Context: an optimization exercise on an open-source flow, tuned for small area and a short achievable clock period. The choices shown serve that exercise and are no tape-out recipe.
Where RTL was checked, it was by simulation tests only, not by an equivalence proof against the original.

==> flow/design.v (excerpt) <==
module fir_filter (clk, reset, x, y);
  input clk, reset;
  input signed [31:0] x;
  output signed [31:0] y;
  reg [31:0] h0, h1, h2, h3, h4, h5, h6;
  reg [31:0] t0;
  reg [31:0] t1;
  reg [31:0] r0;
  reg [31:0] r1;
  reg [31:0] q0;
  reg [31:0] q1;
  reg [31:0] y_reg;
  wire ts1, tc2;
  fir_fa u_ts1 (.a(h2[0]), .b(~h3[0]), .c(~h5[0]), .s(ts1), .co(tc2));
  wire ts3, tc4;
  fir_fa u_ts3 (.a(h2[0]), .b(h2[1]), .c(h4[0]), .s(ts3), .co(tc4));
  wire ts5, tc6;
  fir_fa u_ts5 (.a(~h3[1]), .b(~h5[1]), .c(tc2), .s(ts5), .co(tc6));
  wire ts7, tc8;
  fir_fa u_ts7 (.a(h2[1]), .b(h2[2]), .c(h4[1]), .s(ts7), .co(tc8));
  wire ts9, tc10;
  fir_fa u_ts9 (.a(h6[0]), .b(~h3[2]), .c(~h5[2]), .s(ts9), .co(tc10));
  wire ts11 = ~(tc4 ^ ts7);
  wire tc12 = tc4 | ts7;
  wire ts13, tc14;
  fir_fa u_ts13 (.a(ts9), .b(ts11), .c(tc6), .s(ts13), .co(tc14));
  wire ts15, tc16;
  fir_fa u_ts15 (.a(h2[2]), .b(h2[3]), .c(h3[0]), .s(ts15), .co(tc16));
  wire ts17 = ~(h4[2] ^ h6[1]);
  wire tc18 = h4[2] | h6[1];
  wire ts19, tc20;
  fir_fa u_ts19 (.a(~h3[3]), .b(~h5[3]), .c(ts17), .s(ts19), .co(tc20));
  wire ts21, tc22;
  fir_fa u_ts21 (.a(tc8), .b(tc10), .c(ts15), .s(ts21), .co(tc22));
  wire ts23, tc24;
  fir_fa u_ts23 (.a(tc12), .b(ts19), .c(ts21), .s(ts23), .co(tc24));
  wire ts25, tc26;
  fir_fa u_ts25 (.a(h2[3]), .b(h2[4]), .c(h3[1]), .s(ts25), .co(tc26));
  wire ts27, tc28;
  fir_fa u_ts27 (.a(h4[3]), .b(h6[2]), .c(~h3[4]), .s(ts27), .co(tc28));
  wire ts29, tc30;
  fir_fa u_ts29 (.a(~h5[4]), .b(tc18), .c(tc16), .s(ts29), .co(tc30));
  wire ts31, tc32;
  fir_fa u_ts31 (.a(ts25), .b(ts27), .c(tc20), .s(ts31), .co(tc32));
  wire ts33, tc34;
  fir_fa u_ts33 (.a(tc22), .b(ts29), .c(ts31), .s(ts33), .co(tc34));
  wire ts35, tc36;
  fir_fa u_ts35 (.a(h2[4]), .b(h2[5]), .c(h3[2]), .s(ts35), .co(tc36));
  wire ts37, tc38;
  fir_fa u_ts37 (.a(h4[4]), .b(h6[3]), .c(~h3[5]), .s(ts37), .co(tc38));
  wire ts39, tc40;
  fir_fa u_ts39 (.a(~h5[5]), .b(tc26), .c(tc28), .s(ts39), .co(tc40));
  wire ts41, tc42;
  fir_fa u_ts41 (.a(ts35), .b(ts37), .c(tc30), .s(ts41), .co(tc42));
  wire ts43, tc44;
  fir_fa u_ts43 (.a(ts39), .b(tc32), .c(ts41), .s(ts43), .co(tc44));
  wire ts45, tc46;
  fir_fa u_ts45 (.a(h2[5]), .b(h2[6]), .c(h3[3]), .s(ts45), .co(tc46));
  wire ts47, tc48;
  ...
Size in the first run: about 1,100 cells after synthesis, ~440 flip-flops, roughly 21,000 um2 of cells after synthesis.
export LEC_CHECK = 0
export ABC_CLOCK_PERIOD_IN_PS = 2500
export CAP_MARGIN = 20
export CORE_MARGIN = 2
export CORE_UTILIZATION = 40
export CTS_BUF_LIST = sky130_fd_sc_hd__clkbuf_16
export CTS_CLUSTER_DIAMETER = 90
export CTS_CLUSTER_SIZE = 32
export GPL_ROUTABILITY_DRIVEN = 0
export GPL_TIMING_DRIVEN = 0
export SLEW_MARGIN = 20
export SYNTH_HIERARCHICAL = 1
export SYNTH_MINIMUM_KEEP_SIZE = 0
create_clock -name core_clock -period 8.0 [get_ports {clk}]
standard.sh (not shown) runs the stock make flow with config.mk's settings and CLKGATE_MAP_FILE= SYNTH_SCRIPT=/design/flow/synth_recipe.tcl, a recipe that flattens the netlist after the stock synthesis.
==> flow/flow/run.sh <==
#!/bin/bash
set -euo pipefail
export SETUP_SLACK_MARGIN=5.3
export BUFFER_PORTS_ARGS="-buffer_cell sky130_fd_sc_hd__buf_2"
bash standard.sh > make_finish.log 2>&1
Change:
==> flow/flow/run.sh (replaced) <==
#!/bin/bash
set -euo pipefail
export SETUP_SLACK_MARGIN=5.5
export BUFFER_PORTS_ARGS="-buffer_cell sky130_fd_sc_hd__buf_2"
bash standard.sh > make_finish.log 2>&1
CTS_BUF_LIST = sky130_fd_sc_hd__clkbuf_8 sky130_fd_sc_hd__clkbuf_16   (was sky130_fd_sc_hd__clkbuf_16)
CTS_CLUSTER_DIAMETER = 50   (was 90)
CTS_CLUSTER_SIZE = 20   (was 32)
GPL_ROUTABILITY_DRIVEN = not set   (was 0)
GPL_TIMING_DRIVEN = not set   (was 0)
Result: The new run finished with timing, DRC and antenna clean. Non-clock buffer count does not change. Via count increases by 2.0%. Die area stays the same.
Change:
==> flow/flow/run.sh (replaced) <==
#!/bin/bash
set -euo pipefail
export SETUP_SLACK_MARGIN=5.3
export BUFFER_PORTS_ARGS="-buffer_cell sky130_fd_sc_hd__buf_2"
bash standard.sh > make_finish.log 2>&1
CORE_UTILIZATION = 52   (was 40)
CTS_BUF_LIST = sky130_fd_sc_hd__clkbuf_16   (was sky130_fd_sc_hd__clkbuf_8 sky130_fd_sc_hd__clkbuf_16)
CTS_CLUSTER_DIAMETER = 90   (was 50)
CTS_CLUSTER_SIZE = 32   (was 20)
What happened: Wire length shrinks by a few percent; hold slack is about the same; maximum frequency shrinks slightly; worst setup slack degrades by 0.044 ns.
Change:
==> flow/flow/run.sh (replaced) <==
#!/bin/bash
set -euo pipefail
export SETUP_SLACK_MARGIN=5.5
export BUFFER_PORTS_ARGS="-buffer_cell sky130_fd_sc_hd__buf_2"
bash standard.sh > make_finish.log 2>&1
CORE_UTILIZATION = 40   (was 52)
CTS_CLUSTER_DIAMETER = 60   (was 90)
CTS_CLUSTER_SIZE = 24   (was 32)
Outcome: The new run finished with timing, DRC and antenna clean. Synthesized area does not change. Via count came out higher by about 0.9%. Non-clock buffer count came out higher by 11.
Change:
==> flow/flow/run.sh (replaced) <==
#!/bin/bash
set -euo pipefail
export SETUP_SLACK_MARGIN=5.3
export BUFFER_PORTS_ARGS="-buffer_cell sky130_fd_sc_hd__buf_2"
bash standard.sh > make_finish.log 2>&1
CTS_CLUSTER_DIAMETER = 90   (was 60)
CTS_CLUSTER_SIZE = 32   (was 24)
PLACE_DENSITY = 0.75   (was not set)
The changed run finished clean.
Area after synthesis stays the same.
Wire length goes down by 10%.
Change:
==> flow/flow/run.sh (replaced) <==
#!/bin/bash
set -euo pipefail
export SETUP_SLACK_MARGIN=5.5
export BUFFER_PORTS_ARGS="-buffer_cell sky130_fd_sc_hd__buf_2"
bash standard.sh > make_finish.log 2>&1
CORE_UTILIZATION = 65   (was 40)
CTS_CLUSTER_DIAMETER = 60   (was 90)
CTS_CLUSTER_SIZE = 24   (was 32)
PLACE_DENSITY = not set   (was 0.75)
Outcome: The new run finished with timing, DRC and antenna clean. Routed wire length rises by 7.6%. Design area increases by 3.1%. Critical path depth stays the same. Register-to-register slack is about the same. Cell count came out lower by 12%. Non-clock buffer count goes up by 11.


Setup of run A:
fir_filter again, from the RTL that the note above started with.
Design fir_filter, start of the top module:
module fir_filter (clk, reset, x, y);
  input clk, reset;
  input signed [31:0] x;
  output signed [31:0] y;
  reg [31:0] h0, h1, h2, h3, h4, h5, h6;
  reg [31:0] t0;
  reg [31:0] t1;
  reg [31:0] r0;
  reg [31:0] r1;
  reg [31:0] q0;
  reg [31:0] q1;
  reg [31:0] y_reg;
  wire ts1, tc2;
  fir_fa u_ts1 (.a(h2[0]), .b(~h3[0]), .c(~h5[0]), .s(ts1), .co(tc2));
  wire ts3, tc4;
  fir_fa u_ts3 (.a(h2[0]), .b(h2[1]), .c(h4[0]), .s(ts3), .co(tc4));
  wire ts5, tc6;
  fir_fa u_ts5 (.a(~h3[1]), .b(~h5[1]), .c(tc2), .s(ts5), .co(tc6));
  wire ts7, tc8;
  fir_fa u_ts7 (.a(h2[1]), .b(h2[2]), .c(h4[1]), .s(ts7), .co(tc8));
  wire ts9, tc10;
  fir_fa u_ts9 (.a(h6[0]), .b(~h3[2]), .c(~h5[2]), .s(ts9), .co(tc10));
  wire ts11 = ~(tc4 ^ ts7);
  wire tc12 = tc4 | ts7;
  wire ts13, tc14;
  fir_fa u_ts13 (.a(ts9), .b(ts11), .c(tc6), .s(ts13), .co(tc14));
  wire ts15, tc16;
  fir_fa u_ts15 (.a(h2[2]), .b(h2[3]), .c(h3[0]), .s(ts15), .co(tc16));
  wire ts17 = ~(h4[2] ^ h6[1]);
  wire tc18 = h4[2] | h6[1];
  wire ts19, tc20;
  fir_fa u_ts19 (.a(~h3[3]), .b(~h5[3]), .c(ts17), .s(ts19), .co(tc20));
  wire ts21, tc22;
  fir_fa u_ts21 (.a(tc8), .b(tc10), .c(ts15), .s(ts21), .co(tc22));
  wire ts23, tc24;
  fir_fa u_ts23 (.a(tc12), .b(ts19), .c(ts21), .s(ts23), .co(tc24));
  wire ts25, tc26;
  fir_fa u_ts25 (.a(h2[3]), .b(h2[4]), .c(h3[1]), .s(ts25), .co(tc26));
  wire ts27, tc28;
  fir_fa u_ts27 (.a(h4[3]), .b(h6[2]), .c(~h3[4]), .s(ts27), .co(tc28));
  wire ts29, tc30;
  fir_fa u_ts29 (.a(~h5[4]), .b(tc18), .c(tc16), .s(ts29), .co(tc30));
  wire ts31, tc32;
  fir_fa u_ts31 (.a(ts25), .b(ts27), .c(tc20), .s(ts31), .co(tc32));
  wire ts33, tc34;
  fir_fa u_ts33 (.a(tc22), .b(ts29), .c(ts31), .s(ts33), .co(tc34));
  wire ts35, tc36;
  fir_fa u_ts35 (.a(h2[4]), .b(h2[5]), .c(h3[2]), .s(ts35), .co(tc36));
  wire ts37, tc38;
  fir_fa u_ts37 (.a(h4[4]), .b(h6[3]), .c(~h3[5]), .s(ts37), .co(tc38));
  wire ts39, tc40;
  fir_fa u_ts39 (.a(~h5[5]), .b(tc26), .c(tc28), .s(ts39), .co(tc40));
  wire ts41, tc42;
  fir_fa u_ts41 (.a(ts35), .b(ts37), .c(tc30), .s(ts41), .co(tc42));
  ...
clock: 8.0 ns
lec_check: 0
abc_clock_period_in_ps: 2500
cap_margin: 20
core_margin: 2
core_utilization: 40
cts_buf_list: sky130_fd_sc_hd__clkbuf_16
cts_cluster_diameter: 80
cts_cluster_size: 36
slew_margin: 20
synth_hierarchical: 1
synth_minimum_keep_size: 0
==> flow/flow/run.sh <==
#!/bin/bash
set -euo pipefail
export SETUP_SLACK_MARGIN=5.3
export BUFFER_PORTS_ARGS="-buffer_cell sky130_fd_sc_hd__buf_2"
bash standard.sh > make_finish.log 2>&1
The flow did not stop early for run A: all stages ran, and the layout cleared the timing, design-rule and antenna checks.
[inputs] run B vs run A
Settings: ABC_AREA: unset -> 1; CTS_CLUSTER_DIAMETER: 80 -> 90; CTS_CLUSTER_SIZE: 36 -> 32.
==> comparison <==
Having completed the whole flow, run B delivered a layout that passed the timing, design-rule and antenna checks. Diff run A -> run B | total nets after synthesis | increase of about 1.2%. Comparing run B and run A, the higher post-CTS setup-driven buffer insertion count is on run A. ~same initial core utilization in run B and run A. ~same maximum frequency in run B and run A. Per the comparison of run B with run A, share of synthesized area occupied by flip-flops and latches stayed essentially flat; detailed-route wire length per cell dropped 1.0 um; number of cells in the finished layout apart from fillers increased by 18 relative to the old numbers. ~same clock-pin transition on the worst setup and hold timing paths in run B and run A.


Another version of the RTL of fir_filter (not shown whole).
Size: roughly 1200 cells after synthesis, about 66 I/O pins, ~20000 sq um of cells after synthesis.
==> flow/config.mk <==
export PLATFORM = sky130hd
export DESIGN_NAME = fir_filter
export DESIGN_NICKNAME = fir_filter
export VERILOG_FILES = /design/flow/design.v
export SDC_FILE = /design/flow/constraint.sdc
export NUM_CORES = 4
export LEC_CHECK = 0
export ABC_CLOCK_PERIOD_IN_PS = 2500
export CAP_MARGIN = 20
export CORE_MARGIN = 2
export CORE_UTILIZATION = 40
export CTS_BUF_LIST = sky130_fd_sc_hd__clkbuf_4 sky130_fd_sc_hd__clkbuf_8
export CTS_CLUSTER_DIAMETER = 50
export CTS_CLUSTER_SIZE = 16
export SETUP_SLACK_MARGIN = 5.0
export SLEW_MARGIN = 20
export SYNTH_HIERARCHICAL = 1
export SYNTH_MINIMUM_KEEP_SIZE = 0
==> flow/constraint.sdc <==
create_clock -name core_clock -period 8.0 [get_ports {clk}]
set_input_delay 1.6000 -clock core_clock [delete_from_list [all_inputs] [get_ports {clk}]]
set_output_delay 1.6000 -clock core_clock [all_outputs]
set_load 0.01 [all_outputs]
run.sh (not shown) runs the stock make flow with config.mk's settings and CLKGATE_MAP_FILE= SYNTH_SCRIPT=/design/flow/synth_recipe.tcl, a recipe that flattens the netlist after the stock synthesis.
Stock flow here: none of the scripts above is used.
==> next run, changes <==
- CTS_BUF_LIST: sky130_fd_sc_hd__clkbuf_4 sky130_fd_sc_hd__clkbuf_8 -> not set
- CTS_CLUSTER_DIAMETER: 50 -> not set
- CTS_CLUSTER_SIZE: 16 -> not set
- SETUP_SLACK_MARGIN: 5.0 -> not set
The changed run passed the timing, design-rule and antenna checks.
Global-route usage came out lower by 0.45 points.
Design area went down by 3.6%.
Area after synthesis stays the same.
==> next run, changes <==
- CTS_BUF_LIST: not set -> sky130_fd_sc_hd__clkbuf_8 sky130_fd_sc_hd__clkbuf_16
- CTS_CLUSTER_DIAMETER: not set -> 60
- CTS_CLUSTER_SIZE: not set -> 24
- SETUP_SLACK_MARGIN: not set -> 5.0
Final cell count climbs by 2.5%; die area is unchanged; clock-buffer cell count drops by 19; final area climbs by 4.8%; area after synthesis is unchanged; non-clock buffer count climbs by 62; wire length climbs by 6.8%; core utilization climbs by 2.2 points; via count climbs by 1.5%.
==> next run, changes <==
- CTS_BUF_LIST: sky130_fd_sc_hd__clkbuf_8 sky130_fd_sc_hd__clkbuf_16 -> not set
- CTS_CLUSTER_DIAMETER: 60 -> not set
- CTS_CLUSTER_SIZE: 24 -> not set
After rerunning: Non-clock buffer count went up by 2. Worst setup slack gets better by 0.059 ns. Synthesized area does not change. Count of clock-buffer cells in the layout went up by 22. Maximum frequency went up slightly. Design area went up slightly. Routed wire length went down slightly. Worst hold slack gets worse by 0.0035 ns. Via count stays flat.
==> next run, changes <==
- CORE_UTILIZATION: 40 -> 60
- CTS_BUF_LIST: not set -> sky130_fd_sc_hd__clkbuf_8
- CTS_CLUSTER_SIZE: not set -> 20
Result:
- via count grows by about 0.5%
- synthesized area does not change
- die area falls by about 33%
- routed wire length is lower by about 3.7%
No run of this note included a check of the RTL's function; only the layout flow was run.


RTL: one of the versions met above, not the one the previous note started from.
Size: ~1,100 cells after synthesis, roughly 66 I/O pins.
==> flow/config.mk <==
export PLATFORM = sky130hd
export DESIGN_NAME = fir_filter
export DESIGN_NICKNAME = fir_filter
export VERILOG_FILES = /design/flow/design.v
export SDC_FILE = /design/flow/constraint.sdc
export NUM_CORES = 4
export LEC_CHECK = 0
export ABC_CLOCK_PERIOD_IN_PS = 2500
export CAP_MARGIN = 20
export CORE_MARGIN = 2
export CORE_UTILIZATION = 40
export CTS_BUF_LIST = sky130_fd_sc_hd__clkbuf_16
export CTS_CLUSTER_DIAMETER = 90
export CTS_CLUSTER_SIZE = 32
export SLEW_MARGIN = 20
export SYNTH_HIERARCHICAL = 1
export SYNTH_MINIMUM_KEEP_SIZE = 0
==> flow/constraint.sdc <==
create_clock -name core_clock -period 8.0 [get_ports {clk}]
set_input_delay 1.6000 -clock core_clock [delete_from_list [all_inputs] [get_ports {clk}]]
set_output_delay 1.6000 -clock core_clock [all_outputs]
set_load 0.01 [all_outputs]
standard.sh (not shown) runs the stock make flow with config.mk's settings and CLKGATE_MAP_FILE= SYNTH_SCRIPT=/design/flow/synth_recipe.tcl, a recipe that flattens the netlist after the stock synthesis.
Scripts as last shown in full above: flow/flow/run.sh
Then changed:
==> flow/flow/run.sh (replaced) <==
#!/bin/bash
set -euo pipefail
export SETUP_SLACK_MARGIN=5.5
export BUFFER_PORTS_ARGS="-buffer_cell sky130_fd_sc_hd__buf_2"
bash standard.sh > make_finish.log 2>&1
Settings changed: CTS_CLUSTER_DIAMETER 90 to 80.
What happened: Routed wire length rises by 5.2%. Cell area rises by 3.5%. Register-to-register slack improved by 0.04 ns. Worst hold slack got worse by 0.0031 ns. Setup slack got worse by 0.043 ns. Clock-buffer cell count rises by 6.
Then changed:
==> flow/run.sh (new file) <==
#!/bin/bash
# synth_recipe.tcl (not shown) runs the flow's synth.tcl, then flattens the netlist and writes it again
# the make line also repeats each setting of config.mk as NAME=value (left out here)
make -C /OpenROAD-flow-scripts/flow DESIGN_CONFIG=/design/flow/config.mk WORK_HOME=/design/flow/orfs CLKGATE_MAP_FILE= SYNTH_SCRIPT=/design/flow/synth_recipe.tcl finish
Settings changed: CTS_CLUSTER_DIAMETER 80 to 90, SETUP_SLACK_MARGIN from default to 5.0.
removed: flow/flow/run.sh
removed: flow/standard.sh
Effect:
- The changed run ran to the end with no violations
- worst hold slack is about the same
- setup slack loses 0.11 ns
- synthesized cell count does not change
- count of clock-buffer cells in the layout is lower by 6
Then changed:
==> flow/flow/run.sh (new file) <==
#!/bin/bash
set -euo pipefail
export SETUP_SLACK_MARGIN=5.3
export BUFFER_PORTS_ARGS="-buffer_cell sky130_fd_sc_hd__buf_1"
bash standard.sh > make_finish.log 2>&1
==> flow/standard.sh (new file) <==
#!/bin/bash
# synth_recipe.tcl (not shown) runs the flow's synth.tcl, then flattens the netlist and writes it again
# the make line also repeats each setting of config.mk as NAME=value (left out here)
make -C /OpenROAD-flow-scripts/flow DESIGN_CONFIG=/design/flow/config.mk WORK_HOME=/design/flow/orfs CLKGATE_MAP_FILE= SYNTH_SCRIPT=/design/flow/synth_recipe.tcl "${@:-finish}"
Settings changed: SETUP_SLACK_MARGIN 5.0 to default.
removed: flow/run.sh
Outcome: The new run ran to the end with no violations. Wire length stays flat. Clock-buffer cell count is unchanged. Cell count hardly moves. Design area came out lower by 1.1%. Clock skew goes up by 0.0079 ns. Worst hold slack hardly moves.
Then changed:
==> flow/flow/run.sh (replaced) <==
#!/bin/bash
set -euo pipefail
export SETUP_SLACK_MARGIN=5.2
export BUFFER_PORTS_ARGS="-buffer_cell sky130_fd_sc_hd__buf_2"
bash standard.sh > make_finish.log 2>&1
The new run produced a clean layout; wire length is lower by 2.5%; non-clock buffer count does not change; global-route usage is lower by 0.47 points; clock-buffer cell count stays the same.

## static timing again, ports no longer ideal
The results above use ideal ports. As a check the final layouts listed here were re-extracted and re-timed, cells and wires unchanged. Step 1 assumes that a clkbuf_16 drives the clock port and a buf_2 every other input. Step 2 also shifts input and output timing later by t, the mid clock arrival at the registers, as if the neighbouring blocks saw the same clock. a / b / c = no drivers / after step 1 / after step 2; a / b = the first two.
run	t, ns	slack for setup (ns)	slew at the worst register clock pin (ns)	worst slew at a driven data input, ns	pins driven straight from the clock port
the first run of note 1	0.593	5.265 / 5.212 / 5.149	0.12 / 0.12	0.13	1
the second run of note 1	0.611	5.298 / 5.243 / 5.129	0.08 / 0.08	0.11	1
the third run of note 1	0.583	5.254 / 5.203 / 5.003	0.12 / 0.12	0.08	1
the fourth run of note 1	0.603	5.312 / 5.256 / 5.134	0.08 / 0.08	0.11	1
the fifth run of note 1	0.593	5.303 / 5.252 / 5.050	0.12 / 0.12	0.15	1
the sixth run of note 1	0.571	5.297 / 5.244 / 5.110	0.09 / 0.09	0.05	1
run A	0.609	5.265 / 5.213 / 5.042	0.12 / 0.12	0.13	1
run B	0.615	5.267 / 5.210 / 4.983	0.11 / 0.11	0.09	1
the first run of note 3	0.659	4.594 / 4.594 / 4.594	0.10 / 0.10	0.04	1
the second run of note 3	0.613	4.248 / 4.248 / 4.189	0.06 / 0.06	0.04	1
the third run of note 3	0.605	4.564 / 4.564 / 4.564	0.08 / 0.08	0.04	1
the fourth run of note 3	0.607	4.622 / 4.622 / 4.622	0.06 / 0.06	0.04	1
the fifth run of note 3	0.629	4.558 / 4.558 / 4.558	0.07 / 0.07	0.04	1
the first run of note 4	0.589	5.317 / 5.265 / 5.055	0.12 / 0.12	0.13	1
the second run of note 4	0.617	5.274 / 5.216 / 5.134	0.11 / 0.11	0.11	1
the third run of note 4	0.589	5.162 / 5.111 / 4.666	0.12 / 0.12	0.12	1
the fourth run of note 4	0.589	5.301 / 5.248 / 5.081	0.12 / 0.12	0.12	1
the fifth run of note 4	0.589	5.314 / 5.262 / 4.950	0.12 / 0.12	0.13	1
After both steps every run listed still meets setup and hold. For the third run of note 4, which loses most, drivers alone change the setup slack by -0.051 ns; drivers and shift together by -0.496 ns. Setup slack includes reset recovery checks.
